Background: an optimization exercise with open tools, aiming at small area. Do not read the settings as production practice.
In this exercise RTL edits were held to simulation tests only and were not proved equivalent to the original.
Power figures rest on the tool's default switching activity, not on a simulated workload.

==> run.sh <==
#!/bin/bash
# synth_recipe.tcl (not shown) runs the flow's synth.tcl, then flattens the netlist and writes it again
# the make line also repeats each setting of config.mk as NAME=value (left out here)
make -C /OpenROAD-flow-scripts/flow DESIGN_CONFIG=/design/flow/config.mk WORK_HOME=/design/flow/orfs CLKGATE_MAP_FILE= SYNTH_SCRIPT=/design/flow/synth_recipe.tcl finish
==> config.mk <==
export PLATFORM = sky130hd
export DESIGN_NAME = uart_ctrl
export DESIGN_NICKNAME = uart_ctrl
export VERILOG_FILES = /design/flow/design.v
export SDC_FILE = /design/flow/constraint.sdc
export NUM_CORES = 4
export LEC_CHECK = 0
export CAP_MARGIN = 20
export CORE_MARGIN = 2
export CORE_UTILIZATION = 40
export SLEW_MARGIN = 20
==> constraint.sdc <==
create_clock -name core_clock -period 20.0 [get_ports {clk_i}]
set_input_delay 4.0000 -clock core_clock [delete_from_list [all_inputs] [get_ports {clk_i}]]
set_output_delay 4.0000 -clock core_clock [all_outputs]
set_load 0.01 [all_outputs]
==> design.v <==
localparam int unsigned BAUD_1900_RATE   = 1900;
localparam int unsigned BAUD_19200_RATE  = 19200;
localparam int unsigned BAUD_57600_RATE  = 57600;
localparam int unsigned BAUD_115200_RATE = 115200;
module baud_gen #(
  parameter  int unsigned ClockFrequency   = 50_000_000,
  parameter  int unsigned OverSampleRate   = 16,
  localparam int unsigned Baud1900Divsor   = ClockFrequency / (BAUD_1900_RATE   * OverSampleRate),
  localparam int unsigned Baud19200Divsor  = ClockFrequency / (BAUD_19200_RATE  * OverSampleRate),
  localparam int unsigned Baud57600Divsor  = ClockFrequency / (BAUD_57600_RATE  * OverSampleRate),
  localparam int unsigned Baud115200Divsor = ClockFrequency / (BAUD_115200_RATE * OverSampleRate),
  localparam int unsigned W                = $clog2(Baud1900Divsor)
) (
  input  logic       clk_i,
  input  logic       rst_i,
  input  logic       busy_i,
  input  logic [1:0] baud_sel_i,
  output logic       baud_clk_o
);
  localparam logic [W-1:0] L0 = W'(Baud1900Divsor   - 1);
  localparam logic [W-1:0] L1 = W'(Baud19200Divsor  - 1);
  localparam logic [W-1:0] L2 = W'(Baud57600Divsor  - 1);
  localparam logic [W-1:0] L3 = W'(Baud115200Divsor - 1);
  logic [1:0]   sel_q;
  logic [W-1:0] count_q;
  logic [W-1:0] lim;
  logic         adopt, hit;
  always_comb begin
    case (sel_q)
      2'd0:    lim = L0;
      2'd1:    lim = L1;
      2'd2:    lim = L2;
      default: lim = L3;
    endcase
  end
  assign adopt      = (baud_sel_i != sel_q) && !busy_i;
  assign hit        = ((count_q & lim) == lim);
  assign baud_clk_o = hit && !adopt;
  always_ff @(posedge clk_i or posedge rst_i) begin
    if (rst_i) begin
      count_q <= '0;
      sel_q   <= 2'd0;
    end else begin
      count_q <= (adopt || hit) ? '0 : count_q + W'(1);
      if (!busy_i) sel_q <= baud_sel_i;
    end
  end
endmodule
module fifo (
  input  logic       clk_i,
  input  logic       rst_i,
  input  logic       rd_en_i,
  input  logic       wr_en_i,
  input  logic [7:0] wdata_i,
  output logic       full_o,
  output logic       empty_o,
  output logic [7:0] rdata_o
);
  logic [4:0] rd_ptr, wr_ptr;
  logic [7:0] mem [16];
  assign empty_o = (rd_ptr == wr_ptr);
  assign full_o  = (rd_ptr == {~wr_ptr[4], wr_ptr[3:0]});
  assign rdata_o = mem[rd_ptr[3:0]];
  always_ff @(posedge clk_i or posedge rst_i) begin
    if (rst_i) begin
      rd_ptr <= '0;
      wr_ptr <= '0;
    end else begin
      if (rd_en_i && !empty_o) rd_ptr <= rd_ptr + 5'd1;
      if (wr_en_i && !full_o)  wr_ptr <= wr_ptr + 5'd1;
    end
  end
  always_ff @(posedge clk_i) begin
    if (wr_en_i && !full_o) mem[wr_ptr[3:0]] <= wdata_i;
  end
endmodule
module rx_fifo (
  input  logic       clk_i,
  input  logic       rst_i,
  input  logic       rd_en_i,
  input  logic       wr_en_i,
  input  logic [7:0] wdata_i,
  output logic       full_o,
  output logic       empty_o,
  output logic [7:0] rdata_o
);
  logic [127:0] ring_q;
  logic [4:0]   rd_ptr, wr_ptr;
  logic         pend_q;
  logic         commit, rd_valid, wr_valid;
  logic [4:0]   rd_next1;
  assign empty_o  = (rd_ptr == wr_ptr);
  assign full_o   = (rd_ptr == {~wr_ptr[4], wr_ptr[3:0]});
  assign rd_valid = rd_en_i && !empty_o;
  assign wr_valid = wr_en_i && !full_o;
  assign commit   = pend_q && (wr_ptr[3:0] == 4'd0);
  assign rd_next1 = rd_ptr + 5'd1;
  assign rdata_o = (pend_q && (rd_next1 == wr_ptr)) ? wdata_i
                                                     : ring_q[rd_ptr[3:0]*8 +: 8];
  always_ff @(posedge clk_i or posedge rst_i) begin
    if (rst_i) begin
      rd_ptr <= '0;
      wr_ptr <= '0;
      pend_q <= 1'b0;
    end else begin
      rd_ptr <= rd_valid ? rd_ptr + 5'd2 : rd_next1;
      wr_ptr <= wr_valid ? wr_ptr + 5'd2 : wr_ptr + 5'd1;
      if (wr_valid)    pend_q <= 1'b1;
      else if (commit) pend_q <= 1'b0;
    end
  end
  always_ff @(posedge clk_i) begin
    ring_q <= {ring_q[119:0], commit ? wdata_i : ring_q[127:120]};
  end
endmodule
module uart_rx (
  input  logic       clk_i,
  input  logic       rst_i,
  input  logic       baud_clk_i,
  input  logic       rxd_i,
  output logic       valid_o,
  output logic       busy_o,
  output logic [7:0] data_o
);
  logic rxd_r, rxd;
  always_ff @(posedge clk_i or posedge rst_i) begin
    if (rst_i) begin
      rxd_r <= 1'b1;
      rxd   <= 1'b1;
    end else begin
      rxd_r <= rxd_i;
      rxd   <= rxd_r;
    end
  end
  logic       act_q;     
  logic       start_q;   
  logic [3:0] tick_q;
  logic [8:0] sb_q;      
  logic end_bit;
  assign end_bit = start_q ? (tick_q[2:0] == 3'd7) : (tick_q == 4'd15);
  assign busy_o  = act_q;
  assign data_o  = sb_q[8:1];
  assign valid_o = baud_clk_i && act_q && !start_q && sb_q[0] && end_bit && rxd;
  always_ff @(posedge clk_i or posedge rst_i) begin
    if (rst_i) begin
      act_q   <= 1'b0;
      start_q <= 1'b0;
      tick_q  <= '0;
    end else if (baud_clk_i) begin
      if (!act_q) begin
        if (!rxd) begin
          act_q   <= 1'b1;
          start_q <= 1'b1;
        end
      end else begin
        tick_q <= {tick_q[3] ^ (&tick_q[2:0]) & !start_q, tick_q[2:0] + 3'd1};
        if (end_bit) begin
          start_q <= 1'b0;
          if (start_q) act_q <= !rxd;
          else if (sb_q[0]) act_q <= 1'b0;
        end
      end
    end
  end
  always_ff @(posedge clk_i) begin
    if (baud_clk_i && act_q && end_bit) begin
      if (start_q) sb_q <= 9'h100;
      else if (!sb_q[0]) sb_q <= {rxd, sb_q[8:1]};
    end
  end
endmodule
module uart_tx (
  input  logic       clk_i,
  input  logic       rst_i,
  input  logic       baud_clk_i,
  input  logic       valid_i,
  input  logic [7:0] data_i,
  output logic       txd_o,
  output logic       busy_o
);
  logic [9:0] sh_q;
  logic [3:0] tick_q;
  logic       idle;
  assign idle   = (sh_q == '0);
  assign busy_o = !idle;
  assign txd_o  = idle || sh_q[0];
  always_ff @(posedge clk_i or posedge rst_i) begin
    if (rst_i) begin
      sh_q   <= '0;
      tick_q <= '0;
    end else begin
      if (idle) begin
        if (valid_i) sh_q <= {1'b1, data_i, 1'b0};
      end else if (baud_clk_i) begin
        tick_q <= tick_q + 4'd1;
        if (tick_q == 4'd15) sh_q <= {1'b0, sh_q[9:1]};
      end
    end
  end
endmodule
module uart_ctrl #(
  parameter int unsigned UartDataWidth  = 8,
  parameter int unsigned BusDataWidth   = 32,
  parameter int unsigned FifoDepth      = 16,
  parameter int unsigned ClockFrequency = 50_000_000,
  parameter int unsigned OverSampleRate = 16
) (
  input  logic                    clk_i,
  input  logic                    rst_i,
  input  logic                    rxd_i,
  input  logic                    bus_wr_en_i,
  input  logic [BusDataWidth-1:0] bus_addr_i,
  input  logic [BusDataWidth-1:0] bus_wdata_i,
  output logic                    txd_o,
  output logic [BusDataWidth-1:0] bus_rdata_o
);
  logic       baud_clk;
  logic       rx_valid, rx_busy_r, rx_busy, tx_busy;
  logic [7:0] rx_data, rx_fifo_rdata, tx_fifo_rdata;
  logic       rx_fifo_full, rx_fifo_empty, tx_fifo_full, tx_fifo_empty;
  logic [1:0] baud_rate_q;
  logic rd_sel, wr_sel;
  assign rd_sel = !bus_wr_en_i;
  assign wr_sel =  bus_wr_en_i;
  always_ff @(posedge clk_i or posedge rst_i) begin
    if (rst_i) begin
      rx_busy     <= 1'b0;
      baud_rate_q <= 2'b00;
    end else begin
      rx_busy <= rx_busy_r;
      if (wr_sel && bus_addr_i[1:0] == 2'b00) baud_rate_q <= bus_wdata_i[1:0];
    end
  end
  always_comb begin
    bus_rdata_o = '0;
    if (rd_sel) begin
      case (bus_addr_i[1:0])
        2'b00: bus_rdata_o[1:0] = baud_rate_q;
        2'b01: bus_rdata_o[6:0] = {tx_fifo_empty, tx_fifo_full, rx_fifo_full, ~rx_fifo_empty,
                                   tx_busy, rx_busy, rx_valid};
        2'b10: if (!rx_fifo_empty) bus_rdata_o[7:0] = rx_fifo_rdata;
        default: ;
      endcase
    end
  end
  baud_gen #(
    .ClockFrequency(ClockFrequency),
    .OverSampleRate(OverSampleRate)
  ) baud_generator (
    .clk_i(clk_i),
    .rst_i(rst_i),
    .busy_i(rx_busy || tx_busy),
    .baud_sel_i(baud_rate_q),
    .baud_clk_o(baud_clk)
  );
  uart_rx uart_reciever (
    .clk_i(clk_i),
    .rst_i(rst_i),
    .baud_clk_i(baud_clk),
    .rxd_i(rxd_i),
    .valid_o(rx_valid),
    .busy_o(rx_busy_r),
    .data_o(rx_data)
  );
  rx_fifo recieve_fifo (
    .clk_i(clk_i),
    .rst_i(rst_i),
    .rd_en_i(rd_sel && bus_addr_i[1:0] == 2'b10),
    .wr_en_i(rx_valid),
    .wdata_i(rx_data),
    .full_o(rx_fifo_full),
    .empty_o(rx_fifo_empty),
    .rdata_o(rx_fifo_rdata)
  );
  fifo transmit_fifo (
    .clk_i(clk_i),
    .rst_i(rst_i),
    .rd_en_i(!tx_busy),
    .wr_en_i(wr_sel && bus_addr_i[1:0] == 2'b11),
    .wdata_i(bus_wdata_i[7:0]),
    .full_o(tx_fifo_full),
    .empty_o(tx_fifo_empty),
    .rdata_o(tx_fifo_rdata)
  );
  uart_tx uart_transmitter (
    .clk_i(clk_i),
    .rst_i(rst_i),
    .baud_clk_i(baud_clk),
    .valid_i(!tx_fifo_empty),
    .data_i(tx_fifo_rdata),
    .txd_o(txd_o),
    .busy_o(tx_busy)
  );
endmodule
==> results of run 1 <==
[synthesized netlist by cell type, types with 5 or more instances]
library cell / n / share of area [%]
edfxtp_1: 137 / 33
dfxtp_1: 128 / 20
mux4_2: 64 / 11
dfrtp_1: 57 / 11
buf_4: 29 / 1.7
nand2_1: 27 / 0.80
nor2_1: 27 / 0.80
xor2_1: 25 / 1.7
ha_1: 23 / 2.3
a21oi_1: 22 / 0.87
and2_1: 21 / 1.0
inv_1: 20 / 0.59
mux2_2: 20 / 1.8
mux2i_1: 20 / 1.6
xnor2_1: 17 / 1.2
buf_2: 11 / 0.44
nand3_1: 11 / 0.44
nor2b_1: 11 / 0.54
a211oi_1: 10 / 0.59
clkbuf_1: 10 / 0.30
nand4_1: 7 / 0.35
o21ai_0: 7 / 0.28
and3_1: 6 / 0.30
and4_1: 5 / 0.35
o22a_1: 5 / 0.35
[layer usage]
metal	track usage (%)	wire length, um
met5	0	0
met4	4.88	603
met3	2.63	760
met2	24.1	11200
met1	20.0	11100
[final timing paths]
| path | cells after the start | slack [ns] | to |
|---|---|---|---|
| setup / recovery | 8 | 9.59 | bus_rdata_o[5] |
| setup reg to reg | 7 | 16.97 | uart_reciever.sb_q[7] |
| max in group asynchronous | 3 | 15.38 | recieve_fifo.rd_ptr[0] |
| min in group asynchronous | 3 | 4.04 | baud_generator.count_q[1] |
| hold / removal | 0 | 0.33 | recieve_fifo.ring_q[85] |
| hold reg to reg | 0 | 0.33 | recieve_fifo.ring_q[85] |
[power by group through the flow]
stage	Clock [mW]	Sequential [mW]	Combinational, mW
after detailed placement	0	0.772	0.208
after global routing	0.669	0.765	0.228
after global placement	0	0.772	0.205
after floorplan	0	0.746	0.182
final	0.627	0.759	0.206
after CTS	0.643	0.759	0.210
[per-stage QoR]
| stage | power (mW) | setup WS, ns | hold WS (ns) | util (%) |
|---|---|---|---|---|
| after floorplan | 0.928 | 10.93 | 0.326 | - |
| after global placement | 0.977 | 9.63 | 0.328 | 42.1 |
| after detailed placement | 0.980 | 9.61 | 0.332 | 42.1 |
| after CTS | 1.61 | 9.59 | 0.325 | 45.7 |
| after global routing | 1.66 | 9.46 | 0.345 | 45.7 |
| final | 1.59 | 9.59 | 0.331 | 45.7 |
[layout make-up]
cell class / count / area, um^2 / share of cell area (%)
clock buffer: 44 / 962 / 6.72
clock inverter: 18 / 169 / 1.18
inverter: 20 / 75.1 / 0.524
multi-input combinational: 424 / 4140 / 28.9
sequential: 324 / 8160 / 57.0
tap: 402 / 503 / 3.51
timing repair buffer: 34 / 310 / 2.17
[flip-flops by register name (all words and copies together) (netlist names)]
| register | count |
|---|---|
| uart_reciever.act_q | 1 |
| recieve_fifo.rd_ptr | 5 |
| transmit_fifo.wr_ptr | 5 |
| rx_busy | 1 |
| baud_generator.sel_q | 2 |
| recieve_fifo.pend_q | 1 |
| uart_reciever.tick_q | 4 |
| uart_reciever.start_q | 1 |
| uart_reciever.sb_q | 9 |
| uart_transmitter.sh_q | 10 |
| baud_rate_q | 2 |
| baud_generator.count_q | 11 |
| transmit_fifo.mem | 128 |
| uart_reciever.rxd | 1 |
| recieve_fifo.wr_ptr | 5 |
| recieve_fifo.ring_q | 128 |
| transmit_fifo.rd_ptr | 5 |
| uart_reciever.rxd_r | 1 |
| uart_transmitter.tick_q | 4 |
[cell families after synthesis]
family                   Yosys count  synth area share, %
flip-flops                       324                 64.5
adder cells (fa/ha/maj)           23                 2.28
XOR/XNOR                          45                 3.30
buffers and inverters             77                 3.39
AND/OR/NAND/NOR                  144                 6.56
AO/OA/AOI/OAI                     83                 5.05
multiplexers                     105                 14.9
other                              1               0.0297
==> impl_metrics.toml, run 1 <==
[min_path]
holdCritPathClass = "flop to flop"
hp-start = "recieve_fifo.ring_q[77]"

[critical_path]
crit_path_start = "bus_addr_i[0]"
cpMostUsedCell = "clkdlybuf4s50_1"
timing.rr.start = "baud_generator.sel_q[0]"
max_stage_delay_ns = 0.57
crit_family = "buffers and inverters"
crit_arrival_ns = 6.41
cpMaxStageDelayCell = "clkdlybuf4s50_1"
worst-path-max-fanout = 5
cp.required_ns = 16.00
worst_setup_path_end_kind = "output pin"
cp_num_buf_inv = 3
cp-start-kind = "input pin"
path_class = "input pin to output pin"
path_cells = "clkdlybuf4s50_1 > inv_1 > ha_1 > nor2b_1 > nand3_1 > nor2_1 > a221o_1 > clkdlybuf4s50_1"

[floorplanning]
die_width_um = 182
boundaryPins = 101
initial_utilization_pct = 40.4
core-area_um2 = 31300
rows = 65
die_area_um2 = 33000
die_h_um = 182

[clock_tree]
clk_pin_slew_ns = 0.06
cts_resized = 0
cts_root_buf = "clkbuf_16"
cts_max_level = 2
clk_latency_ns = 0.51
cts-hold-fix-buffers = 0
cts_sinks = 324
cts_tree = "yes"
post_cts_buffers = 0
cts_buffer_depth = 3
numCtsBuffers = 36

[global_route]
grt_max_degree = 60
first_global_vias = 6746
track_usage_pct = 14.7
grt_pass1_wl_mm = 37.7
grt-ovfl-total = 0
antenna_found_initial = 0

[synth]
syn_area_um2 = 12600
yosysUniqueCellTypes = 70
synth_edf_count = 137
synth_seq_cells = 324
async_flop_share_pct = 18.2
synthCells = 802
syn_avg_cell_area_um2 = 15.8
ys.flop_type = "edfxtp_1"
ys.warnings.count = 6
ys_seq_area_share_pct = 64.5

[sta]
finalSetupTns_ns = 0
rsz0062_at_grt = "no"
setup_violations = 0
min_period_ns = 10.41
fin_worst_skew_ns = 0.0196
tightest_slew_ns = 0.785
relSlewSlack_pct = 47.7
hold_viol = 0
slew_violations = 0
period_share_pct = 52.1
fmax_ghz = 0.0960

[place]
io_buffers = 22
hpwl_mm = 14.7
dpl-instance-area_um2 = 13200
finalWeightedCongestion = 0.727
placed_cells = 1204

[power_and_ir_drop]
intPower_mw = 1.18
p_switching_mw = 0.415
swShare_pct = 26.1
leakagePower_nw = 5.28
combinationalPowerShare_pct = 13.0
seq_power_share_pct = 47.7
pwr-share-clk_pct = 39.4
peakVddDrop_uv = 71.0
powerDensity_nw_per_um2 = 111

[final_layout]
layout-drive-gt1-share_pct = 19.8
fillers = 2710
nNetsFinal = 931
stdcell_count = 1266
area_growth_pct = 13.3
layout_common_cells = "137 x edfxtp_1, 128 x dfxtp_1, 64 x mux4_2"
antennaDiodeCount = 0
mostFrequentLayoutCell = "edfxtp_1"
final_area_um2 = 14300

[status]
outcome = "no timing/DRC/antenna violations"

[job]
cap_viol_max_count = 0

[routing]
antenna_left = 0
first_iter_violations = 350
vias_per_cell = 5.08
drt-pass1-iter-count = 4
drc_errors = 0
wl_per_cell_um = 18.7
vias = 6431
routed_wl_mm = 23.6
==> run 2, diff against run 1 <==
--- a/design.v
+++ b/design.v
@@ -47,32 +47,4 @@
   end
 endmodule
-module fifo (
-  input  logic       clk_i,
-  input  logic       rst_i,
-  input  logic       rd_en_i,
-  input  logic       wr_en_i,
-  input  logic [7:0] wdata_i,
-  output logic       full_o,
-  output logic       empty_o,
-  output logic [7:0] rdata_o
-);
-  logic [4:0] rd_ptr, wr_ptr;
-  logic [7:0] mem [16];
-  assign empty_o = (rd_ptr == wr_ptr);
-  assign full_o  = (rd_ptr == {~wr_ptr[4], wr_ptr[3:0]});
-  assign rdata_o = mem[rd_ptr[3:0]];
-  always_ff @(posedge clk_i or posedge rst_i) begin
-    if (rst_i) begin
-      rd_ptr <= '0;
-      wr_ptr <= '0;
-    end else begin
-      if (rd_en_i && !empty_o) rd_ptr <= rd_ptr + 5'd1;
-      if (wr_en_i && !full_o)  wr_ptr <= wr_ptr + 5'd1;
-    end
-  end
-  always_ff @(posedge clk_i) begin
-    if (wr_en_i && !full_o) mem[wr_ptr[3:0]] <= wdata_i;
-  end
-endmodule
 module rx_fifo (
   input  logic       clk_i,
@@ -96,6 +68,14 @@
   assign commit   = pend_q && (wr_ptr[3:0] == 4'd0);
   assign rd_next1 = rd_ptr + 5'd1;
-  assign rdata_o = (pend_q && (rd_next1 == wr_ptr)) ? wdata_i
-                                                     : ring_q[rd_ptr[3:0]*8 +: 8];
+  logic [15:0] rsel;
+  logic [7:0]  head;
+  always_comb begin
+    head = '0;
+    for (int i = 0; i < 16; i++) begin
+      rsel[i] = (rd_ptr[3:0] == 4'(i));
+      head    = head | ({8{rsel[i]}} & ring_q[i*8 +: 8]);
+    end
+  end
+  assign rdata_o = (pend_q && (rd_next1 == wr_ptr)) ? wdata_i : head;
   always_ff @(posedge clk_i or posedge rst_i) begin
     if (rst_i) begin
@@ -174,28 +154,70 @@
   input  logic       rst_i,
   input  logic       baud_clk_i,
-  input  logic       valid_i,
-  input  logic [7:0] data_i,
+  input  logic       wr_en_i,
+  input  logic [7:0] wdata_i,
+  output logic       full_o,
+  output logic       empty_o,
   output logic       txd_o,
   output logic       busy_o
 );
-  logic [9:0] sh_q;
+  localparam int unsigned Rows = 17;
+  function automatic logic [4:0] inc17(input logic [4:0] p);
+    inc17 = (p == 5'd16) ? 5'd0 : p + 5'd1;
+  endfunction
+  logic [7:0] row_q [Rows];
+  logic [4:0] rd_ptr, wr_ptr, rd_next1, wr_next1;
+  logic       wr_valid, pop;
+  logic [3:0] ph_q;
   logic [3:0] tick_q;
-  logic       idle;
-  assign idle   = (sh_q == '0);
-  assign busy_o = !idle;
-  assign txd_o  = idle || sh_q[0];
+  logic       txd_q, nxt_q;
+  logic       bit_end;
+  assign rd_next1 = inc17(rd_ptr);
+  assign wr_next1 = inc17(wr_ptr);
+  assign empty_o  = (rd_ptr == wr_ptr);
+  assign full_o   = (rd_ptr == wr_next1);
+  assign wr_valid = wr_en_i && !full_o;
+  assign busy_o   = (ph_q != 4'd0);
+  assign pop      = !busy_o && !empty_o;
+  assign bit_end  = busy_o && baud_clk_i && (tick_q == 4'd15);
+  assign txd_o    = txd_q;
   always_ff @(posedge clk_i or posedge rst_i) begin
     if (rst_i) begin
-      sh_q   <= '0;
+      rd_ptr <= '0;
+      wr_ptr <= '0;
+      ph_q   <= '0;
       tick_q <= '0;
+      txd_q  <= 1'b1;
     end else begin
-      if (idle) begin
-        if (valid_i) sh_q <= {1'b1, data_i, 1'b0};
-      end else if (baud_clk_i) begin
-        tick_q <= tick_q + 4'd1;
-        if (tick_q == 4'd15) sh_q <= {1'b0, sh_q[9:1]};
+      rd_ptr <= pop      ? inc17(rd_next1) : rd_next1;
+      wr_ptr <= wr_valid ? inc17(wr_next1) : wr_next1;
+      if (busy_o && baud_clk_i) tick_q <= tick_q + 4'd1;
+      if (pop) begin
+        ph_q  <= 4'd6;
+        txd_q <= 1'b0;
+      end else if (bit_end) begin
+        ph_q  <= ph_q + 4'd1;
+        txd_q <= (ph_q[3:1] == 3'b111) ? 1'b1 : nxt_q;
+      end
+    end
+  end
+  always_ff @(posedge clk_i) begin
+    for (int q = 0; q < Rows; q++) begin
+      if (q == 0) begin
+        if (wr_valid && wr_ptr == 5'(Rows - 1)) row_q[q] <= wdata_i;
+        else                                   row_q[q] <= row_q[Rows-1];
+      end else if (q % 2 == 1) begin
+        if (wr_valid && wr_ptr == 5'(q - 1)) row_q[q] <= ~wdata_i;
+        else                                 row_q[q] <= ~row_q[q-1];
+      end else begin
+        if (wr_valid && wr_ptr == 5'(q - 1)) row_q[q] <= wdata_i;
+        else                                 row_q[q] <= ~row_q[q-1];
       end
     end
   end
+  logic [2:0] bsel;
+  assign bsel = ph_q[2:0] + 3'd2;
+  always_ff @(posedge clk_i) begin
+    if (rd_ptr == 5'd0) nxt_q <= row_q[Rows-1][bsel];
+  end
 endmodule
 module uart_ctrl #(
@@ -217,5 +239,5 @@
   logic       baud_clk;
   logic       rx_valid, rx_busy_r, rx_busy, tx_busy;
-  logic [7:0] rx_data, rx_fifo_rdata, tx_fifo_rdata;
+  logic [7:0] rx_data, rx_fifo_rdata;
   logic       rx_fifo_full, rx_fifo_empty, tx_fifo_full, tx_fifo_empty;
   logic [1:0] baud_rate_q;
@@ -273,20 +295,12 @@
     .rdata_o(rx_fifo_rdata)
   );
-  fifo transmit_fifo (
+  uart_tx uart_transmitter (
     .clk_i(clk_i),
     .rst_i(rst_i),
-    .rd_en_i(!tx_busy),
+    .baud_clk_i(baud_clk),
     .wr_en_i(wr_sel && bus_addr_i[1:0] == 2'b11),
     .wdata_i(bus_wdata_i[7:0]),
     .full_o(tx_fifo_full),
     .empty_o(tx_fifo_empty),
-    .rdata_o(tx_fifo_rdata)
-  );
-  uart_tx uart_transmitter (
-    .clk_i(clk_i),
-    .rst_i(rst_i),
-    .baud_clk_i(baud_clk),
-    .valid_i(!tx_fifo_empty),
-    .data_i(tx_fifo_rdata),
     .txd_o(txd_o),
     .busy_o(tx_busy)
--- a/config.mk
+++ b/config.mk
@@ -9,3 +9,6 @@
 export CORE_MARGIN = 2
 export CORE_UTILIZATION = 40
+export CTS_BUF_LIST = sky130_fd_sc_hd__clkbuf_8
+export CTS_CLUSTER_DIAMETER = 50
+export CTS_CLUSTER_SIZE = 15
 export SLEW_MARGIN = 20
==> run 2 against run 1 <==
Net effect: sequential cell count increased by 4; non-clock buffer count decreased by 3; synthesized cell count increased by 30%; sequential power increased by 7.2%; count of clock-buffer cells in the layout decreased by 10; largest power group unchanged; routed wire length increased by 4.5%; sequential share of layout area decreased by 5.6 points.
==> impl_metrics.toml, run 2 <==
[status]
outcome = "no timing/DRC/antenna violations"

[place]
finalWeightedCongestion = 0.791
io_buffers = 22
placed_cells = 1417
hpwl_mm = 15.5
place_worst_setup_slack_ns = 9.56

[routing]
wl_per_cell_um = 16.8
routed_wl_mm = 24.7
first_iter_violations = 351
drt-pass1-iter-count = 6
vias = 7374
vias_per_cell = 5.02
drc_errors = 0
antenna_left = 0

[synth]
synth_top_area_share_pct = 42.8
synth_most_common_cell = "dfxtp_1"
synth_seq_cells = 328
syn_area_um2 = 12300
yosysUniqueCellTypes = 72
ys.flop_type = "dfxtp_1"
ys_seq_area_share_pct = 56.3
syn_avg_cell_area_um2 = 11.9
synth_top_cell_by_area = "dfxtp_1"
synthCells = 1041
async_flop_share_pct = 16.5
ys.warnings.count = 6
synth_edf_count = 10
ys_top_cells_by_area = "dfxtp_1 43%, mux2i_1 11%, dfrtp_1 10%"
synth_common_cells = "264 x dfxtp_1, 137 x mux2i_1, 51 x dfrtp_1, 47 x nand2_1, 37 x inv_1"

[critical_path]
cp.required_ns = 16.00
max_stage_delay_ns = 0.62
r2r_setup_slack_ns = 16.12
r2r_cells = 10
worst-path-max-fanout = 7
path_class = "input pin to output pin"
path_cells = "clkdlybuf4s50_1 > inv_1 > ha_1 > nor3b_2 > inv_1 > a311oi_1 > clkdlybuf4s50_1"
timing.rr.start = "uart_transmitter.wr_ptr[0]"
cpMaxStageDelayCell = "clkdlybuf4s50_1"
crit_arrival_ns = 6.40
worst_setup_path_end_kind = "output pin"
cp-start-kind = "input pin"
timing.rr.end = "uart_transmitter.row_q[13][1]"

[global_route]
grt-ovfl-total = 0
track_usage_pct = 15.0
grt_pass1_wl_mm = 39.9
grt_max_degree = 55
antenna_found_initial = 0
first_global_vias = 7417

[sta]
period_share_pct = 52.0
finalSetupTns_ns = 0
slew_violations = 0
rsz0062_at_grt = "no"
fmax_ghz = 0.0962
setup_violations = 0
setup_slack_ns = 9.60
min_period_ns = 10.40
fin_worst_skew_ns = 0.0433
relSlewSlack_pct = 32.8
tightest_slew_ns = 1.01
hold_viol = 0

[final_layout]
regMostFlops = "uart_transmitter.row_q"
mostFrequentLayoutCell = "dfxtp_1"
layout_common_cells = "264 x dfxtp_1, 137 x mux2i_1, 50 x dfrtp_1"
stdcell_count = 1469
nNetsFinal = 1156
largest_reg_flops = 136
layout-drive-gt1-share_pct = 11.6
final_core_util_pct = 44.3
area_growth_pct = 9.55
antennaDiodeCount = 0

[clock_tree]
cts_root_buf = "clkbuf_8"
cts_tree = "yes"
cts_resized = 0
clk_latency_ns = 0.61
clk_pin_slew_ns = 0.09
numCtsBuffers = 30
post_cts_buffers = 0
cts_max_level = 1
cts-hold-fix-buffers = 0
cts_sinks = 328
cts_buffer_depth = 3

[floorplanning]
rows = 64
die_width_um = 180
die_h_um = 180
initial_utilization_pct = 40.4
boundaryPins = 101
core-area_um2 = 30500
die_area_um2 = 32300

[power_and_ir_drop]
powerDensity_nw_per_um2 = 118
leakagePower_nw = 6.16
power_mw = 1.59
peakVddDrop_uv = 68.1

[min_path]
holdPathStages = 0
holdCritPathClass = "flop to flop"
holdPathEnd = "recieve_fifo.ring_q[38]"
hp-start = "recieve_fifo.ring_q[30]"

[job]
cap_viol_max_count = 0
==> run 2: changes by cell type in the layout (fill, tap and decap cells not counted), sizes merged, moves of 26 or more <==
cell,before,now
dfxtp,128,264
edfxtp,137,10
mux2i,20,137
mux4,64,3
nand3,11,39
o21ai,7,33
==> run 2: worst max path at each step <==
stage | end | from | depth (start not counted) | slack, ns
floorplan | bus_rdata_o[7] | bus_addr_i[0] | 5 | 11.00
global placement | bus_rdata_o[7] | bus_addr_i[0] | 7 | 9.53
detailed placement | bus_rdata_o[7] | bus_addr_i[0] | 7 | 9.56
CTS | bus_rdata_o[7] | bus_addr_i[0] | 7 | 9.57
global route | bus_rdata_o[7] | bus_addr_i[0] | 7 | 9.41
finish | bus_rdata_o[7] | bus_addr_i[0] | 7 | 9.60
==> run 2: cell type report <==
class,instances,area [um^2]
multi-input cells,624,4970
repair buffers,31,288
well taps,396,495
fillers,2814,17000
clock inverters,18,214
inverters,38,143
clock buffers,34,468
flip-flops and latches,328,6940
==> run 2: routing by layer <==
layer	track usage, %	vias up	share of wire [%]
li1	-	3665	-
met1	20.9	3584	50
met2	24.6	95	45
met3	2.47	30	3.5
met4	3.54	0	1.8
met5	0	-	0
==> run 2: logic make-up after synthesis <==
kind of cell	Yosys count	share of synthesized area, %
multiplexers	173	14.7
flip-flops	328	56.3
other	1	0.0304
XOR/XNOR	44	3.12
buffers and inverters	112	4.37
AO/OA/AOI/OAI	142	7.82
adder cells (fa/ha/maj)	35	3.55
AND/OR/NAND/NOR	206	10.2
==> run 2: where the power goes <==
group | leakage [nW] | switching [mW] | internal, mW
logic | 2.86 | 0.197 | 0.138
clock network | 0.363 | 0.230 | 0.212
registers | 2.93 | 0.0744 | 0.739
==> run 2: worst max-delay path: cells and delay by family <==
family / cells / cell delay, ns
simple gates: 1 / 0.51
fa+ha+maj: 1 / 0.19
buf+inv: 4 / 1.36
compound gates: 1 / 0.34
==> run 2: metrics by stage <==
stage / area, um^2 / hold slack (ns)
after CTS: 13500 / 0.348
after floorplan: 12400 / 0.323
final: 13500 / 0.345
after detailed placement: 12800 / 0.332
after global routing: 13500 / 0.343
after global placement: 12800 / 0.328
==> run 3, diff against run 2 <==
--- a/config.mk
+++ b/config.mk
@@ -10,5 +10,5 @@
 export CORE_UTILIZATION = 40
 export CTS_BUF_LIST = sky130_fd_sc_hd__clkbuf_8
-export CTS_CLUSTER_DIAMETER = 50
-export CTS_CLUSTER_SIZE = 15
+export CTS_CLUSTER_DIAMETER = 60
+export CTS_CLUSTER_SIZE = 20
 export SLEW_MARGIN = 20
==> run 3 against run 2 <==
Net effect: still clean; setup slack improved by 0.017 ns; clock skew rose by 0.0026 ns; non-clock buffer count did not move.
==> impl_metrics.toml, run 3 <==
[sta]
relSlewSlack_pct = 32.7
period_share_pct = 51.9
fin_worst_skew_ns = 0.0459
tightest_slew_ns = 1.01
slew_violations = 0
whs_ns = 0.340
hold_viol = 0
setup_slack_ns = 9.62
rsz0062_at_grt = "no"
finalSetupTns_ns = 0
setup_violations = 0
fmax_ghz = 0.0963
min_period_ns = 10.38

[status]
outcome = "no timing/DRC/antenna violations"

[routing]
vias = 7349
first_iter_violations = 317
drt-pass1-iter-count = 5
routed_wl_mm = 24.6
wl_per_cell_um = 16.8
drc_errors = 0
vias_per_cell = 5.03
antenna_left = 0

[synth]
synth_edf_count = 10
synthCells = 1041
ys_seq_area_share_pct = 56.3
async_flop_share_pct = 16.5
ys.warnings.count = 6
yosysUniqueCellTypes = 72
synth_seq_cells = 328
ys_top_cells_by_area = "dfxtp_1 43%, mux2i_1 11%, dfrtp_1 10%"
synth_most_common_cell = "dfxtp_1"
synth_top_area_share_pct = 42.8
ys.flop_type = "dfxtp_1"
syn_avg_cell_area_um2 = 11.9
synth_top_cell_by_area = "dfxtp_1"
syn_area_um2 = 12300
synth_common_cells = "264 x dfxtp_1, 137 x mux2i_1, 51 x dfrtp_1, 47 x nand2_1, 37 x inv_1"

[final_layout]
stdcell_count = 1462
antennaDiodeCount = 0
layout-drive-gt1-share_pct = 11.1
layout_common_cells = "264 x dfxtp_1, 137 x mux2i_1, 50 x dfrtp_1"
final_area_um2 = 13400
fillers = 2820
nNetsFinal = 1152
final_core_util_pct = 43.9
area_growth_pct = 8.63
regMostFlops = "uart_transmitter.row_q"
mostFrequentLayoutCell = "dfxtp_1"
seq_area_um2 = 6940
largest_reg_flops = 136
multi_input_area_um2 = 4970

[power_and_ir_drop]
leakagePower_nw = 6.09
intPower_mw = 1.03
pwr-share-clk_pct = 25.5
p_switching_mw = 0.514
seq_power_share_pct = 52.8
power_mw = 1.54
swShare_pct = 33.3
combinationalPowerShare_pct = 21.7
peakVddDrop_uv = 70.2
powerDensity_nw_per_um2 = 115

[clock_tree]
clk_pin_slew_ns = 0.11
cts_resized = 0
post_cts_buffers = 0
cts_tree = "yes"
cts_sinks = 328
cts_buffer_depth = 3
cts_max_level = 1
clk_latency_ns = 0.61
numCtsBuffers = 26
cts_root_buf = "clkbuf_8"
cts-hold-fix-buffers = 0

[floorplanning]
die_area_um2 = 32300
core-area_um2 = 30500
die_h_um = 180
initial_utilization_pct = 40.4
rows = 64
boundaryPins = 101
die_width_um = 180

[global_route]
grt_pass1_wl_mm = 39.7
grt-ovfl-total = 0
track_usage_pct = 15.0
first_global_vias = 7330
grt_max_degree = 55
antenna_found_initial = 0

[place]
io_buffers = 22
hpwl_mm = 15.5
place_worst_setup_slack_ns = 9.56
placed_cells = 1417
finalWeightedCongestion = 0.791
dpl-instance-area_um2 = 12800

[critical_path]
cp.required_ns = 16.00
worst_setup_path_end_kind = "output pin"
worst-path-max-fanout = 7
timing.rr.start = "uart_transmitter.wr_ptr[0]"
timing.rr.end = "uart_transmitter.row_q[13][1]"
r2r_cells = 10
r2r_setup_slack_ns = 16.11
cp-start-kind = "input pin"
path_class = "input pin to output pin"
crit_arrival_ns = 6.38

[min_path]
holdPathEnd = "recieve_fifo.ring_q[38]"
holdCritPathClass = "flop to flop"
hp-start = "recieve_fifo.ring_q[30]"
holdPathStages = 0

[job]
cap_viol_max_count = 0
==> run 3: changes by cell type in the layout (fill, tap and decap cells not counted), sizes merged <==
cell | before | now
clkbuf | 34 | 26
bufinv | 4 | 1
inv | 46 | 49
clkinvlp | 1 | 2
==> run 3: per-layer routing <==
metal / up-vias / share of wire (%) / wire [um] / GRT usage, %
met5: - / 0 / 0 / 0
li1: 3650 / - / - / -
met1: 3580 / 50 / 12300 / 20.9
met3: 30 / 3.0 / 740 / 2.23
met2: 89 / 45 / 11100 / 24.5
met4: 0 / 1.8 / 433 / 3.35
==> run 3: how the worst max path moves through the flow <==
stage                              from              to  cells after the start
final                     bus_addr_i[0]  bus_rdata_o[7]                      7
after global routing      bus_addr_i[0]  bus_rdata_o[7]                      7
after CTS                 bus_addr_i[0]  bus_rdata_o[7]                      7
after detailed placement  bus_addr_i[0]  bus_rdata_o[7]                      7
after global placement    bus_addr_i[0]  bus_rdata_o[7]                      7
after floorplan           bus_addr_i[0]  bus_rdata_o[7]                      5
==> run 3: cell families after synthesis <==
group | Yosys count | share of synthesized area, %
other | 1 | 0.0304
xor gates and xnor gates | 44 | 3.12
and+or+nand+nor | 206 | 10.2
DFF | 328 | 56.3
adders and majority gates | 35 | 3.55
buffers and inverters | 112 | 4.37
AOI/OAI and AO/OA | 142 | 7.82
muxes | 173 | 14.7
==> run 3: area by class of cell <==
type,count,share of cell area (%)
Tap cell,396,3.70
Inverter,38,1.06
Clock buffer,26,2.67
Clock inverter,19,1.57
Multi-Input combinational cell,624,37.1
Sequential cell,328,51.8
Timing Repair Buffer,31,2.15
==> run 3: critical path, stage by stage <==
cell and delay [ns]:
clkdlybuf4s50_1 0.47, inv_1 0.11, ha_1 0.19, nor3b_2 0.49
inv_1 0.15, a311oi_1 0.34, clkdlybuf4s50_1 0.62
==> run 3: power by group through the flow <==
stage / Clock, mW / Sequential (mW) / Combinational (mW)
global placement: 0 / 0.828 / 0.334
CTS: 0.406 / 0.814 / 0.338
global route: 0.428 / 0.827 / 0.374
detailed placement: 0 / 0.828 / 0.336
floorplan: 0 / 0.784 / 0.288
finish: 0.393 / 0.814 / 0.335
==> run 4, diff against run 3 <==
--- a/config.mk
+++ b/config.mk
@@ -9,6 +9,6 @@
 export CORE_MARGIN = 2
 export CORE_UTILIZATION = 40
-export CTS_BUF_LIST = sky130_fd_sc_hd__clkbuf_8
-export CTS_CLUSTER_DIAMETER = 60
-export CTS_CLUSTER_SIZE = 20
+export CTS_BUF_LIST = sky130_fd_sc_hd__clkbuf_16
+export CTS_CLUSTER_DIAMETER = 80
+export CTS_CLUSTER_SIZE = 24
 export SLEW_MARGIN = 20
==> run 4 against run 3 <==
Net effect: still clean; critical path depth is the same; clock skew shrank 0.026 ns; core utilization shrank 0.13 points; first-iteration DRC count grew 13%; highest routed layer unchanged.
==> impl_metrics.toml, run 4 <==
[critical_path]
cp-start-kind = "input pin"
max_stage_delay_ns = 0.62
r2r_cells = 10
r2r_setup_slack_ns = 16.12
path_class = "input pin to output pin"
path_cells = "clkdlybuf4s50_1 > inv_1 > ha_1 > nor3b_2 > inv_1 > a311oi_1 > clkdlybuf4s50_1"
timing.rr.end = "uart_transmitter.row_q[13][3]"
crit_family = "buffers and inverters"
worst-path-max-fanout = 7
timing.rr.start = "uart_transmitter.wr_ptr[0]"
cp.required_ns = 16.00
crit_arrival_ns = 6.38
cp_num_buf_inv = 4
worst_setup_path_end_kind = "output pin"
cpMaxStageDelayCell = "clkdlybuf4s50_1"

[synth]
syn_avg_cell_area_um2 = 11.9
ys_seq_area_share_pct = 56.3
synth_seq_cells = 328
synth_common_cells = "264 x dfxtp_1, 137 x mux2i_1, 51 x dfrtp_1, 47 x nand2_1, 37 x inv_1"
syn_area_um2 = 12300
synth_most_common_cell = "dfxtp_1"
synthCells = 1041
synth_top_area_share_pct = 42.8
ys.warnings.count = 6
yosysUniqueCellTypes = 72
synth_edf_count = 10
ys.flop_type = "dfxtp_1"
async_flop_share_pct = 16.5
synth_top_cell_by_area = "dfxtp_1"
ys_top_cells_by_area = "dfxtp_1 43%, mux2i_1 11%, dfrtp_1 10%"

[final_layout]
area_growth_pct = 8.31
layout_common_cells = "264 x dfxtp_1, 137 x mux2i_1, 50 x dfrtp_1"
regMostFlops = "uart_transmitter.row_q"
nNetsFinal = 1144
layout-drive-gt1-share_pct = 9.54
antennaDiodeCount = 0
mostFrequentLayoutCell = "dfxtp_1"
fillers = 2807
stdcell_count = 1444
final_core_util_pct = 43.8
largest_reg_flops = 136

[routing]
vias_per_cell = 5.05
wl_per_cell_um = 16.9
first_iter_violations = 358
vias = 7299
drc_errors = 0
drt-pass1-iter-count = 5
antenna_left = 0
routed_wl_mm = 24.4

[clock_tree]
post_cts_buffers = 0
cts-hold-fix-buffers = 0
cts_tree = "yes"
cts_buffer_depth = 3
cts_max_level = 1
clk_latency_ns = 0.51
cts_resized = 0
cts_root_buf = "clkbuf_16"
cts_sinks = 328
clk_pin_slew_ns = 0.09
numCtsBuffers = 18

[floorplanning]
die_h_um = 180
initial_utilization_pct = 40.4
boundaryPins = 101
core-area_um2 = 30500
die_area_um2 = 32300
rows = 64
die_width_um = 180

[sta]
finalSetupTns_ns = 0
rsz0062_at_grt = "no"
min_period_ns = 10.38
slew_violations = 0
fin_worst_skew_ns = 0.0195
fmax_ghz = 0.0963
tightest_slew_ns = 1.00
period_share_pct = 51.9
setup_slack_ns = 9.62
hold_viol = 0
setup_violations = 0
relSlewSlack_pct = 33.0

[min_path]
hp-start = "recieve_fifo.ring_q[22]"
holdPathStages = 0
holdPathEnd = "recieve_fifo.ring_q[30]"
holdCritPathClass = "flop to flop"

[power_and_ir_drop]
swShare_pct = 31.5
pwr-share-clk_pct = 25.2
powerDensity_nw_per_um2 = 115
combinationalPowerShare_pct = 21.8
p_switching_mw = 0.483
intPower_mw = 1.05
seq_power_share_pct = 53.0
peakVddDrop_uv = 63.3
leakagePower_nw = 6.07

[place]
hpwl_mm = 15.5
place_worst_setup_slack_ns = 9.56
finalWeightedCongestion = 0.791
io_buffers = 22
placed_cells = 1417

[status]
outcome = "no timing/DRC/antenna violations"

[global_route]
grt_pass1_wl_mm = 39.5
antenna_found_initial = 0
grt_max_degree = 55
track_usage_pct = 14.9
first_global_vias = 7256
grt-ovfl-total = 0

[job]
cap_viol_max_count = 0
run 4: cell counts after synthesis:
Identical to the previous run, type by type.
run 4: per-stage QoR:
step | hold WS [ns] | area (um^2) | power [mW]
final | 0.349 | 13400 | 1.54
after detailed placement | 0.332 | 12800 | 1.16
after floorplan | 0.323 | 12400 | 1.07
after global placement | 0.328 | 12800 | 1.16
after global routing | 0.359 | 13400 | 1.62
after CTS | 0.348 | 13400 | 1.55
run 4: metal layers:
metal	vias to the layer above	track usage (%)	part of all wire, %	routed length, um
li1	3621	-	-	-
met1	3572	20.9	50	12200
met2	80	24.7	46	11200
met3	26	1.94	2.7	653
met4	0	2.99	1.5	361
met5	-	0	0	0
run 4: worst max path at each step:
| stage | from | end | slack, ns | depth (start not counted) |
|---|---|---|---|---|
| floorplan | bus_addr_i[0] | bus_rdata_o[7] | 11.00 | 5 |
| detailed placement | bus_addr_i[0] | bus_rdata_o[7] | 9.56 | 7 |
| CTS | bus_addr_i[0] | bus_rdata_o[7] | 9.57 | 7 |
| finish | bus_addr_i[0] | bus_rdata_o[7] | 9.62 | 7 |
| global route | bus_addr_i[0] | bus_rdata_o[7] | 9.41 | 7 |
| global placement | bus_addr_i[0] | bus_rdata_o[7] | 9.53 | 7 |
run 4: kinds of logic after synthesis:
logic type | after synthesis | synth area share [%]
buffers and inverters | 112 | 4.37
adders and majority gates | 35 | 3.55
xor gates and xnor gates | 44 | 3.12
other | 1 | 0.0304
muxes | 173 | 14.7
and+or+nand+nor | 206 | 10.2
AOI/OAI and AO/OA | 142 | 7.82
DFF | 328 | 56.3
run 4: final cells by class:
| type | instances | area, um^2 | share of cell area (%) |
|---|---|---|---|
| Clock inverter | 8 | 52.6 | 0.393 |
| Clock buffer | 19 | 475 | 3.56 |
| Inverter | 38 | 143 | 1.07 |
| Tap cell | 396 | 495 | 3.71 |
| Sequential cell | 328 | 6940 | 52.0 |
| Multi-Input combinational cell | 624 | 4970 | 37.2 |
| Timing Repair Buffer | 31 | 288 | 2.15 |
run 4: worst register-to-register path, cell delays in order (launching register included):
cell	delay (ns)
dfrtp_1	0.47
inv_1	0.17
ha_1	0.43
nor4bb_1	0.47
buf_4	0.24
o21ai_0	0.08
and4_1	0.27
a31oi_4	0.14
buf_4	0.45
and4b_1	0.80
mux2i_1	0.27
run 4: power groups by stage:
stage               registers (mW)  logic (mW)  clock network, mW
global route                 0.827       0.374              0.422
detailed placement           0.828       0.336                  0
CTS                          0.814       0.338              0.400
floorplan                    0.784       0.288                  0
global placement             0.828       0.334                  0
finish                       0.814       0.335              0.387
==> run 5, diff against run 4 <==
==> flow/run.sh (new file) <==
#!/bin/bash
# Layout flow: the standard ORFS flow (standard.sh) with three changes:
#  - clock tree synthesis without dummy loads, clkbuf_16 clusters of up to 24 sinks;
#  - port buffers are buf_1 cells;
#  - after placement repair, a power-recovery pass of repair_timing downsizes
#    cells on paths with slack (flow/recover.tcl).
# Each step's full output goes to the ORFS logs under orfs/logs/; make's own
# output goes to flow_make.log in the work folder.
set -euo pipefail
W=$(pwd)
CTS="-sink_clustering_enable -repair_clock_nets -dont_use_dummy_load -sink_clustering_size 24 -sink_clustering_max_diameter 80 -buf_list sky130_fd_sc_hd__clkbuf_16"
bash "$W/standard.sh" \
  "CTS_ARGS=$CTS" \
  "BUFFER_PORTS_ARGS=-buffer_cell sky130_fd_sc_hd__buf_1" \
  "POST_RESIZE_TCL=$W/flow/recover.tcl" \
  finish > "$W/flow_make.log" 2>&1
==> flow/recover.tcl (new file) <==
puts "AREA before recover: [rsz::design_area]"
repair_timing -recover_power 100 -verbose
puts "AREA after recover: [rsz::design_area]"
==> standard.sh (new file) <==
#!/bin/bash
# synth_recipe.tcl (not shown) runs the flow's synth.tcl, then flattens the netlist and writes it again
# the make line also repeats each setting of config.mk as NAME=value (left out here)
make -C /OpenROAD-flow-scripts/flow DESIGN_CONFIG=/design/flow/config.mk WORK_HOME=/design/flow/orfs CLKGATE_MAP_FILE= SYNTH_SCRIPT=/design/flow/synth_recipe.tcl "${@:-finish}"
--- a/config.mk
+++ b/config.mk
@@ -9,6 +9,3 @@
 export CORE_MARGIN = 2
 export CORE_UTILIZATION = 40
-export CTS_BUF_LIST = sky130_fd_sc_hd__clkbuf_16
-export CTS_CLUSTER_DIAMETER = 80
-export CTS_CLUSTER_SIZE = 24
 export SLEW_MARGIN = 20
removed: run.sh
==> run 5 against run 4 <==
Net effect: largest power group unchanged; core utilization down 1.1 points; sequential power down 2%; highest routed layer unchanged; still clean on timing, DRC and antenna; clock power is 7.5% lower; critical path type unchanged.
==> impl_metrics.toml, run 5 <==
[synth]
synth_top_cell_by_area = "dfxtp_1"
synth_common_cells = "264 x dfxtp_1, 137 x mux2i_1, 51 x dfrtp_1, 47 x nand2_1, 37 x inv_1"
ys_top_cells_by_area = "dfxtp_1 43%, mux2i_1 11%, dfrtp_1 10%"
syn_area_um2 = 12300
synthCells = 1041
ys.flop_type = "dfxtp_1"
syn_avg_cell_area_um2 = 11.9
synth_most_common_cell = "dfxtp_1"
async_flop_share_pct = 16.5
synth_seq_cells = 328
ys_seq_area_share_pct = 56.3
synth_edf_count = 10
yosysUniqueCellTypes = 72
ys.warnings.count = 6
synth_top_area_share_pct = 42.8

[final_layout]
nNetsFinal = 1147
largest_reg_flops = 136
regMostFlops = "uart_transmitter.row_q"
mostFrequentLayoutCell = "dfxtp_1"
final_core_util_pct = 42.7
layout-drive-gt1-share_pct = 7.49
antennaDiodeCount = 0
fillers = 2878
stdcell_count = 1438
layout_common_cells = "264 x dfxtp_1, 137 x mux2i_1, 50 x dfrtp_1"
area_growth_pct = 5.65

[clock_tree]
cts_root_buf = "clkbuf_16"
cts_sinks = 328
cts-hold-fix-buffers = 0
post_cts_buffers = 0
cts_max_level = 1
cts_resized = 0
numCtsBuffers = 18
cts_tree = "yes"
cts_buffer_depth = 3
clk_latency_ns = 0.53
clk_pin_slew_ns = 0.09

[sta]
slew_violations = 0
min_period_ns = 9.65
fin_worst_skew_ns = 0.0585
rsz0062_at_grt = "no"
tightest_slew_ns = 0.934
relSlewSlack_pct = 37.5
setup_violations = 0
finalSetupTns_ns = 0
period_share_pct = 48.3
whs_ns = 0.341
fmax_ghz = 0.104
hold_viol = 0

[power_and_ir_drop]
pwr-share-clk_pct = 24.0
peakVddDrop_uv = 66.4
powerDensity_nw_per_um2 = 114
p_switching_mw = 0.457
swShare_pct = 30.6
combinationalPowerShare_pct = 22.5
seq_power_share_pct = 53.5
power_mw = 1.49
leakagePower_nw = 5.95
intPower_mw = 1.03

[floorplanning]
die_h_um = 180
die_width_um = 180
core-area_um2 = 30500
die_area_um2 = 32300
boundaryPins = 101
rows = 64
initial_utilization_pct = 40.4

[routing]
antenna_left = 0
dr.max_layer_used = "met4"
routed_wl_mm = 24.3
vias_per_cell = 5.05
vias = 7256
wl_met2_mm = 11.0
routed-wl-met3_um = 544
drt-met1-wl_mm = 12.2
wl_per_cell_um = 16.9
drt-pass1-iter-count = 5
first_iter_violations = 388
drc_errors = 0

[job]
cap_viol_max_count = 0

[place]
finalWeightedCongestion = 0.777
placed_cells = 1417
hpwl_mm = 15.5
io_buffers = 22

[global_route]
track_usage_pct = 15.0
grt_max_degree = 55
first_global_vias = 7173
grt_pass1_wl_mm = 39.5
antenna_found_initial = 0
grt-ovfl-total = 0

[critical_path]
cp.required_ns = 16.00
worst_setup_path_end_kind = "output pin"
crit_arrival_ns = 5.65
cp-start-kind = "input pin"
worst-path-max-fanout = 7
path_class = "input pin to output pin"

[status]
outcome = "no timing/DRC/antenna violations"

[min_path]
holdCritPathClass = "flop to flop"
[run 5: per-stage QoR]
step	cell area (um^2)	setup slack (ns)
after floorplan	12400	11.00
after global placement	12700	10.29
after detailed placement	12500	9.87
after CTS	13000	9.87
after global routing	13000	10.19
final	13000	10.35
[run 5: routing by layer]
layer / up-vias / global-route usage, %
met2: 86 / 24.0
met3: 34 / 1.84
met5: - / 0
met4: 0 / 3.90
met1: 3532 / 21.4
li1: 3604 / -
[run 5: area by class of cell]
cell class                      count  area (um^2)  area share (%)
Tap cell                          396          495            3.80
Inverter                           38          143            1.09
Sequential cell                   328         6940            53.3
Multi-Input combinational cell    624         4810            36.9
Timing Repair Buffer               34          195            1.50
Clock buffer                       18          450            3.46
[run 5: cell families (layout without fill, tap and decap cells)]
logic type / after synthesis / in the layout / synth area share, %
muxes: 173 / 173 / 14.7
DFF: 328 / 328 / 56.3
AOI/OAI and AO/OA: 142 / 142 / 7.82
adders and majority gates: 35 / 35 / 3.55
other: 1 / 24 / 0.0304
and+or+nand+nor: 206 / 206 / 10.2
xor gates and xnor gates: 44 / 44 / 3.12
buffers and inverters: 112 / 90 / 4.37
[run 5: power groups by stage]
stage | clock, mW | combinational (mW) | sequential, mW
6_report | 0.358 | 0.335 | 0.798
3_5_place_dp | 0 | 0.333 | 0.812
3_3_place_gp | 0 | 0.348 | 0.813
4_1_cts | 0.373 | 0.335 | 0.798
5_1_grt | 0.393 | 0.376 | 0.809
2_1_floorplan | 0 | 0.288 | 0.784
[run 5: final timing paths]
kind	from	to	slack, ns	depth (start not counted)
setup / recovery	bus_addr_i[0]	bus_rdata_o[7]	10.35	7
hold / removal	recieve_fifo.ring_q[1]	recieve_fifo.ring_q[9]	0.34	0
setup reg to reg	uart_transmitter.wr_ptr[0]	uart_transmitter.row_q[11][0]	16.17	10
hold reg to reg	recieve_fifo.ring_q[1]	recieve_fifo.ring_q[9]	0.34	0
max in group asynchronous	rst_i	uart_transmitter.txd_q	16.09	4
min in group asynchronous	rst_i	uart_transmitter.rd_ptr[2]	3.61	4
[run 5: critical path, stage by stage]
cell and delay, ns:
buf_1 0.12, inv_1 0.09, ha_1 0.19, nor3b_2 0.54
inv_1 0.11, a311oi_1 0.39, buf_1 0.21
==> run 6, diff against run 5 <==
==> flow/run.sh (replaced) <==
#!/bin/bash
# Layout flow: the standard ORFS flow (standard.sh) with three changes:
#  - clock tree synthesis without dummy loads, clkbuf_4 clusters of up to 10 sinks;
#  - port buffers are buf_1 cells;
#  - after placement repair, a power-recovery pass of repair_timing downsizes
#    cells on paths with slack (flow/recover.tcl).
# Each step's full output goes to the ORFS logs under orfs/logs/; make's own
# output goes to flow_make.log in the work folder.
set -euo pipefail
W=$(pwd)
CTS="-sink_clustering_enable -repair_clock_nets -dont_use_dummy_load -sink_clustering_size 10 -sink_clustering_max_diameter 40 -buf_list sky130_fd_sc_hd__clkbuf_4"
bash "$W/standard.sh" \
  "CTS_ARGS=$CTS" \
  "BUFFER_PORTS_ARGS=-buffer_cell sky130_fd_sc_hd__buf_1" \
  "POST_RESIZE_TCL=$W/flow/recover.tcl" \
  finish > "$W/flow_make.log" 2>&1
==> run 6 against run 5 <==
Net effect: maximum frequency about the same; critical endpoint unchanged; count of clock-buffer cells in the layout up 24; highest routed layer unchanged; hold slack worse by 0.077 ns; core utilization down 0.43 points; critical path depth unchanged.
==> impl_metrics.toml, run 6 <==
[sta]
tightest_slew_ns = 0.957
whs_ns = 0.264
min_period_ns = 9.65
slew_violations = 0
setup_violations = 0
period_share_pct = 48.2
finalSetupTns_ns = 0
fmax_ghz = 0.104
fin_worst_skew_ns = 0.0914
rsz0062_at_grt = "no"
hold_viol = 0
relSlewSlack_pct = 36.0

[critical_path]
timing.rr.start = "uart_transmitter.wr_ptr[0]"
worst_setup_path_end_kind = "output pin"
max_stage_delay_ns = 0.53
cpMaxStageDelayCell = "nor3b_2"
path_cells = "buf_1 > inv_1 > ha_1 > nor3b_2 > inv_1 > a311oi_1 > buf_1"
crit_path_start = "bus_addr_i[0]"
path_class = "input pin to output pin"
cp-start-kind = "input pin"
worst-path-max-fanout = 7
cp.required_ns = 16.00
crit_arrival_ns = 5.65

[floorplanning]
core-area_um2 = 30500
boundaryPins = 101
rows = 64
die_area_um2 = 32300
die_h_um = 180
initial_utilization_pct = 40.4
die_width_um = 180

[routing]
antenna_left = 0
dr.max_layer_used = "met4"
wl_per_cell_um = 16.7
drc_errors = 0
drt-pass1-iter-count = 5
vias = 7414
first_iter_violations = 366
routed-wl-met3_um = 886
routed_wl_mm = 24.5
vias_per_cell = 5.07
wl_met2_mm = 10.9
drt-met1-wl_mm = 12.0

[synth]
ys_seq_area_share_pct = 56.3
async_flop_share_pct = 16.5
synthCells = 1041
synth_common_cells = "264 x dfxtp_1, 137 x mux2i_1, 51 x dfrtp_1, 47 x nand2_1, 37 x inv_1"
synth_top_cell_by_area = "dfxtp_1"
synth_seq_cells = 328
ys.flop_type = "dfxtp_1"
syn_area_um2 = 12300
synth_top_area_share_pct = 42.8
yosysUniqueCellTypes = 72
ys_top_cells_by_area = "dfxtp_1 43%, mux2i_1 11%, dfrtp_1 10%"
synth_most_common_cell = "dfxtp_1"
syn_avg_cell_area_um2 = 11.9
synth_edf_count = 10
ys.warnings.count = 6

[place]
finalWeightedCongestion = 0.777
hpwl_mm = 15.5
io_buffers = 22
placed_cells = 1417
dpl-instance-area_um2 = 12500

[clock_tree]
cts-hold-fix-buffers = 0
clk_pin_slew_ns = 0.09
numCtsBuffers = 42
cts_tree = "yes"
cts_buffer_depth = 3
cts_sinks = 328
clk_latency_ns = 0.66
cts_resized = 0
post_cts_buffers = 0
cts_root_buf = "clkbuf_4"
cts_max_level = 2

[status]
outcome = "no timing/DRC/antenna violations"

[global_route]
track_usage_pct = 15.2
antenna_found_initial = 2
first_global_vias = 7358
grt-ovfl-total = 0
grt_pass1_wl_mm = 40.1
grt_max_degree = 55

[min_path]
holdCritPathClass = "flop to flop"
hp-start = "recieve_fifo.ring_q[54]"

[final_layout]
largest_reg_flops = 136
layout_common_cells = "264 x dfxtp_1, 137 x mux2i_1, 50 x dfrtp_1"
regMostFlops = "uart_transmitter.row_q"
area_growth_pct = 4.57
final_area_um2 = 12900
nNetsFinal = 1171
stdcell_count = 1463
mostFrequentLayoutCell = "dfxtp_1"
final_core_util_pct = 42.3
layout-drive-gt1-share_pct = 9.57

[power_and_ir_drop]
leakagePower_nw = 5.92
powerDensity_nw_per_um2 = 111
peakVddDrop_uv = 59.8

[job]
cap_viol_max_count = 0
-- run 6: cell counts after synthesis --
Identical to the previous run, type by type.
-- run 6: layout make-up --
| cell class | count | area, um^2 |
|---|---|---|
| fillers | 2923 | 17600 |
| flip-flops and latches | 328 | 6940 |
| multi-input cells | 624 | 4810 |
| well taps | 396 | 495 |
| clock buffers | 42 | 315 |
| repair buffers | 34 | 195 |
| inverters | 38 | 143 |
| diodes | 1 | 2.50 |
-- run 6: metal layers --
layer / GRT usage, % / vias up
met1: 21.4 / 3568
met4: 4.75 / 0
met5: 0 / -
li1: - / 3666
met3: 2.92 / 53
met2: 23.8 / 127
-- run 6: final timing paths --
check,endpoint,slack [ns],cells past startpoint
worst max register to register,uart_transmitter.row_q[11][0],16.22,10
min in group asynchronous,uart_reciever.act_q,3.49,4
worst max-delay path,bus_rdata_o[7],10.35,7
worst min register to register,recieve_fifo.ring_q[62],0.26,0
worst min-delay path,recieve_fifo.ring_q[62],0.26,0
max in group asynchronous,recieve_fifo.rd_ptr[0],16.21,4
-- run 6: worst max-delay path: cells and delay by family --
kind / cells / cell delay (ns)
simple gates: 1 / 0.53
fa+ha+maj: 1 / 0.18
buf+inv: 4 / 0.53
compound gates: 1 / 0.40
-- run 6: power by group --
group          internal [mW]  switching (mW)  leakage [nW]
Clock                 0.0968           0.200         0.193
Sequential             0.740          0.0577          2.93
Combinational          0.134           0.201          2.79
Total                  0.971           0.459          5.92
-- run 6: cells by family (layout without fill, tap and decap cells) --
group | after synthesis | count (layout) | synth area share [%]
flops | 328 | 328 | 56.3
simple gates | 206 | 206 | 10.2
mux | 173 | 173 | 14.7
compound gates | 142 | 142 | 7.82
buf+inv | 112 | 114 | 4.37
xor+xnor | 44 | 44 | 3.12
fa+ha+maj | 35 | 35 | 3.55
other cells | 1 | 25 | 0.0304
-- run 6: per-stage QoR --
| step | setup WS [ns] | power [mW] |
|---|---|---|
| after detailed placement | 9.87 | 1.14 |
| after floorplan | 11.00 | 1.07 |
| after global routing | 10.19 | 1.52 |
| after CTS | 9.87 | 1.44 |
| final | 10.35 | 1.43 |
| after global placement | 10.29 | 1.16 |

[re-timing with driven ports]
In the flow no input, the clock included, has a driving cell. The finished layouts below were timed again as built, in two steps.
Step 1, drivers: a clkbuf_16 drives clk_i and a buf_2 each remaining input, both assumed.
Step 2 also shifts input and output timing later by t, the mid clock arrival at the registers, as if the neighbouring blocks saw the same clock.
a / b / c = ideal / step 1 / step 2; a / b = the first two.
run	t, ns	setup slack, ns	worst register clock-pin slew, ns
run 1	0.555	9.588 / 9.564 / 9.564	0.06 / 0.06
run 2	0.633	9.600 / 9.579 / 9.579	0.10 / 0.10
run 3	0.633	9.617 / 9.596 / 9.596	0.12 / 0.12
run 4	0.554	9.618 / 9.597 / 9.597	0.09 / 0.09
run 5	0.550	10.346 / 10.327 / 10.327	0.09 / 0.09
run 6	0.658	10.352 / 10.333 / 10.333	0.11 / 0.11
After both steps every run listed still meets setup and hold. The setup slack of run 1, which loses most, moves by -0.024 ns with the drivers and by -0.024 ns with both steps.
